Background: an optimization exercise with open tools, aiming at small area and a short achievable clock period. Do not read the settings as production practice. Function was checked by simulation only, so behaviour that the tests miss may differ from the original. Power is estimated from default activity; no workload was simulated.

==> flow/design.v (excerpt) <==
module hybrid_pwm_sd_2ndorder #(parameter signalwidth=16)
(
	input clk,
	input reset_n,
	input [signalwidth-1:0] d,
	output q
);
Size in the first run: roughly 830 cells after synthesis, roughly 19 I/O pins.
export LEC_CHECK = 0
export ABC_AREA = 1
export CAP_MARGIN = 20
export CORE_MARGIN = 2
export CORE_UTILIZATION = 40
export CTS_BUF_LIST = sky130_fd_sc_hd__clkbuf_8
export SLEW_MARGIN = 20
export SYNTH_HIERARCHICAL = 1
create_clock -name core_clock -period 11.0 [get_ports {clk}]
standard.sh (not shown) runs the stock make flow with config.mk's settings and CLKGATE_MAP_FILE= SYNTH_SCRIPT=/design/flow/synth_recipe.tcl, a recipe that flattens the netlist after the stock synthesis.
==> flow/flow/run.sh <==
#!/bin/bash
# Standard ORFS layout (standard.sh) with these changes:
#  - synthesis is standard.sh's, except that ABC maps the top module with a
#    delay target (flow/synth.tcl, flow/abc_top.script); registers unchanged;
#  - adders are left to ABC instead of full/half-adder cells;
#  - timing repair is asked to leave extra setup margin, so that the layout
#    runs well faster than the clock;
#  - the ports get small buffers.
# make's output goes to flow_make.log; each step's log is under orfs/logs.
set -euo pipefail
export FLOW_FLOW_DIR="$(pwd)/flow"
bash standard.sh "SYNTH_SCRIPT=$FLOW_FLOW_DIR/synth.tcl" ADDER_MAP_FILE= \
  SETUP_SLACK_MARGIN=7.5 "BUFFER_PORTS_ARGS=-buffer_cell sky130_fd_sc_hd__buf_2" \
  finish > flow_make.log 2>&1
==> flow/flow/abc_top.script <==
strash
dch
map -D 2500
topo
stime -c
buffer -c
upsize -c
dnsize -c
==> flow/flow/synth.tcl <==
# synth_recipe.tcl (standard.sh's synthesis script) with one change: ABC maps
# the top module with abc_top.script (the flow's area script, given a delay
# target) and the input-side carry tree (carry16, mux2x) with the flow's own
# script. Registers and names are those of the standard synthesis.
proc synth {args} { yosys synth -nofsm -noshare {*}$args }
proc abc {args} {
  set i [lsearch -exact $args -script]
  set rest $args
  lset rest [expr {$i + 1}] $::env(FLOW_FLOW_DIR)/abc_top.script
  yosys abc {*}$args carry16 mux2x
  yosys abc {*}$rest hybrid_pwm_sd_2ndorder
}
source $::env(SCRIPTS_DIR)/synth.tcl
# left out here: clear keep_hierarchy, flatten, clean up, hide names made inside functions, write 1_2_yosys.v
The first run passed the timing, design-rule and antenna checks.
Rerun with:
==> flow/flow/run.sh (replaced) <==
#!/bin/bash
# Standard ORFS layout (standard.sh) with three changes: timing repair is
# asked to leave extra setup margin so that the layout runs well faster than
# the clock, the ports get small buffers, and adders are left to ABC instead
# of being mapped to full/half-adder cells (registers are unchanged).
set -euo pipefail
bash standard.sh SETUP_SLACK_MARGIN=8.1 "BUFFER_PORTS_ARGS=-buffer_cell sky130_fd_sc_hd__buf_2" ADDER_MAP_FILE= finish > flow_make.log 2>&1
Settings changed: ABC_AREA 1 to 0.
removed: flow/flow/abc_top.script
removed: flow/flow/synth.tcl
Area after synthesis rises by roughly a tenth.
Total power rises by a quarter to a third.
Wire length rises by a quarter to a third.
First-iteration DRC count rises by about a fifth.
Final area rises by a quarter to a third.
Rerun with:
Settings changed: ABC_AREA 0 to 1, GPL_TIMING_DRIVEN set to 0.
The changed run completed without violations.
Setup slack improves by 0.37 ns.
Hold slack improves by 0.0046 ns.
Critical path depth is lower by 6.
Clock power goes down by 17%.
Register-to-register slack improves by 0.51 ns.
Count of clock-buffer cells in the layout is higher by 1.
Sequential power went down by 12%.
Rerun with:
--- a/flow/flow/run.sh
+++ b/flow/flow/run.sh
@@ -6,2 +6,2 @@
 set -euo pipefail
-bash standard.sh SETUP_SLACK_MARGIN=8.1 "BUFFER_PORTS_ARGS=-buffer_cell sky130_fd_sc_hd__buf_2" ADDER_MAP_FILE= finish > flow_make.log 2>&1
+bash standard.sh SETUP_SLACK_MARGIN=8.3 "BUFFER_PORTS_ARGS=-buffer_cell sky130_fd_sc_hd__buf_2" ADDER_MAP_FILE= finish > flow_make.log 2>&1
Settings changed: GPL_TIMING_DRIVEN 0 to not set.
Effect: The changed run ran to the end with no violations. Final area climbs by 3.4%. Global-route usage falls by 1.2 points. Flip-flop and latch count stays the same. Utilization rose by 1.6 points. Total power goes up by 7.8%. Via count stays flat. Routed wire length is lower by 2.5%. Fmax came out higher by 2.9%. Synthesized area stays the same.
Rerun with:
--- a/flow/flow/run.sh
+++ b/flow/flow/run.sh
@@ -6,2 +6,2 @@
 set -euo pipefail
-bash standard.sh SETUP_SLACK_MARGIN=8.3 "BUFFER_PORTS_ARGS=-buffer_cell sky130_fd_sc_hd__buf_2" ADDER_MAP_FILE= finish > flow_make.log 2>&1
+bash standard.sh SETUP_SLACK_MARGIN=8.1 "BUFFER_PORTS_ARGS=-buffer_cell sky130_fd_sc_hd__buf_2" ADDER_MAP_FILE= finish > flow_make.log 2>&1
Settings changed: CORE_UTILIZATION 40 to 60.
Outcome:
- register-to-register slack degrades by 0.09 ns
- power shrinks by 6.3%
- cell area shrinks by 4.2%
- wire length shrinks by 0.43%
- count of clock-buffer cells in the layout is unchanged
- final cell count shrinks by 6.1%
- hold slack hardly moves

========
Another version of the RTL of hybrid_pwm_sd_2ndorder (not shown whole).
Size in the first run: roughly 110 flip-flops, ~19 I/O pins, roughly 6100 um2 of cells after synthesis.
clock: 11.0 ns
lec_check: 0
abc_area: 1
cap_margin: 20
core_margin: 2
core_utilization: 40
cts_buf_list: sky130_fd_sc_hd__clkbuf_8
place_density: 0.8
slew_margin: 20
==> flow/flow/run.sh <==
#!/bin/bash
# Standard ORFS layout (standard.sh), with timing repair asked to leave
# extra setup margin so that the layout runs well faster than the clock,
# and small port buffers.
set -euo pipefail
bash standard.sh SETUP_SLACK_MARGIN=7.5 "BUFFER_PORTS_ARGS=-buffer_cell sky130_fd_sc_hd__buf_2" finish > flow_make.log 2>&1
The starting point completed with no timing, DRC or antenna violations.
Change:
==> flow/flow/run.sh (replaced) <==
#!/bin/bash
# Standard ORFS layout (standard.sh), with timing repair asked to leave
# extra setup margin so that the layout runs well faster than the clock,
# and small port buffers.
set -euo pipefail
bash standard.sh SETUP_SLACK_MARGIN=7.8 "BUFFER_PORTS_ARGS=-buffer_cell sky130_fd_sc_hd__buf_2" finish > flow_make.log 2>&1
--- a/flow/config.mk
+++ b/flow/config.mk
@@ -12,3 +12,2 @@
 export CTS_BUF_LIST = sky130_fd_sc_hd__clkbuf_8
-export PLACE_DENSITY = 0.8
 export SLEW_MARGIN = 20
=> Core utilization climbs by 4.0 points; power came out higher by 0.64%; critical path depth went down by 3; final area rose by 8.6%.

==> afterwards: timing with drivers on the ports <==
In the flow no input, the clock included, has a driving cell. The finished layouts below were timed again as built, in two steps. Step 1 sets driving cells, clkbuf_16 on the clock port and buf_2 on the other inputs (assumed; they add their load-dependent delay and slew). Step 2 times the ports against the registers' clock, not the clock port: input delays grow and output delays shrink by t, the midpoint of the rising clock arrivals with the driver on. Slacks: ideal / step 1 / step 2; pairs: ideal / step 1.
| run | t, ns | setup slack, ns | worst hold slack (ns) | pins driven straight from the clock port |
|---|---|---|---|---|
| the first run of note 1 | 0.421 | 7.580 / 7.580 / 7.328 | 0.407 / 0.407 / 0.407 | 1 |
| the second run of note 1 | 0.424 | 7.456 / 7.462 / 7.038 | 0.415 / 0.415 / 0.415 | 1 |
| the third run of note 1 | 0.413 | 7.823 / 7.789 / 7.681 | 0.420 / 0.420 / 0.420 | 1 |
| the fourth run of note 1 | 0.429 | 7.912 / 7.873 / 7.621 | 0.426 / 0.426 / 0.426 | 1 |
| the fifth run of note 1 | 0.409 | 7.934 / 7.897 / 7.656 | 0.427 / 0.427 / 0.427 | 1 |
| the first run of note 2 | 0.425 | 7.438 / 7.438 / 7.317 | 0.364 / 0.364 / 0.364 | 1 |
| the second run of note 2 | 0.425 | 7.425 / 7.425 / 7.425 | 0.364 / 0.364 / 0.364 | 1 |
After both steps every run listed still meets setup and hold. For the second run of note 1, which loses most, drivers alone change the setup slack by +0.006 ns; drivers and shift together by -0.418 ns.
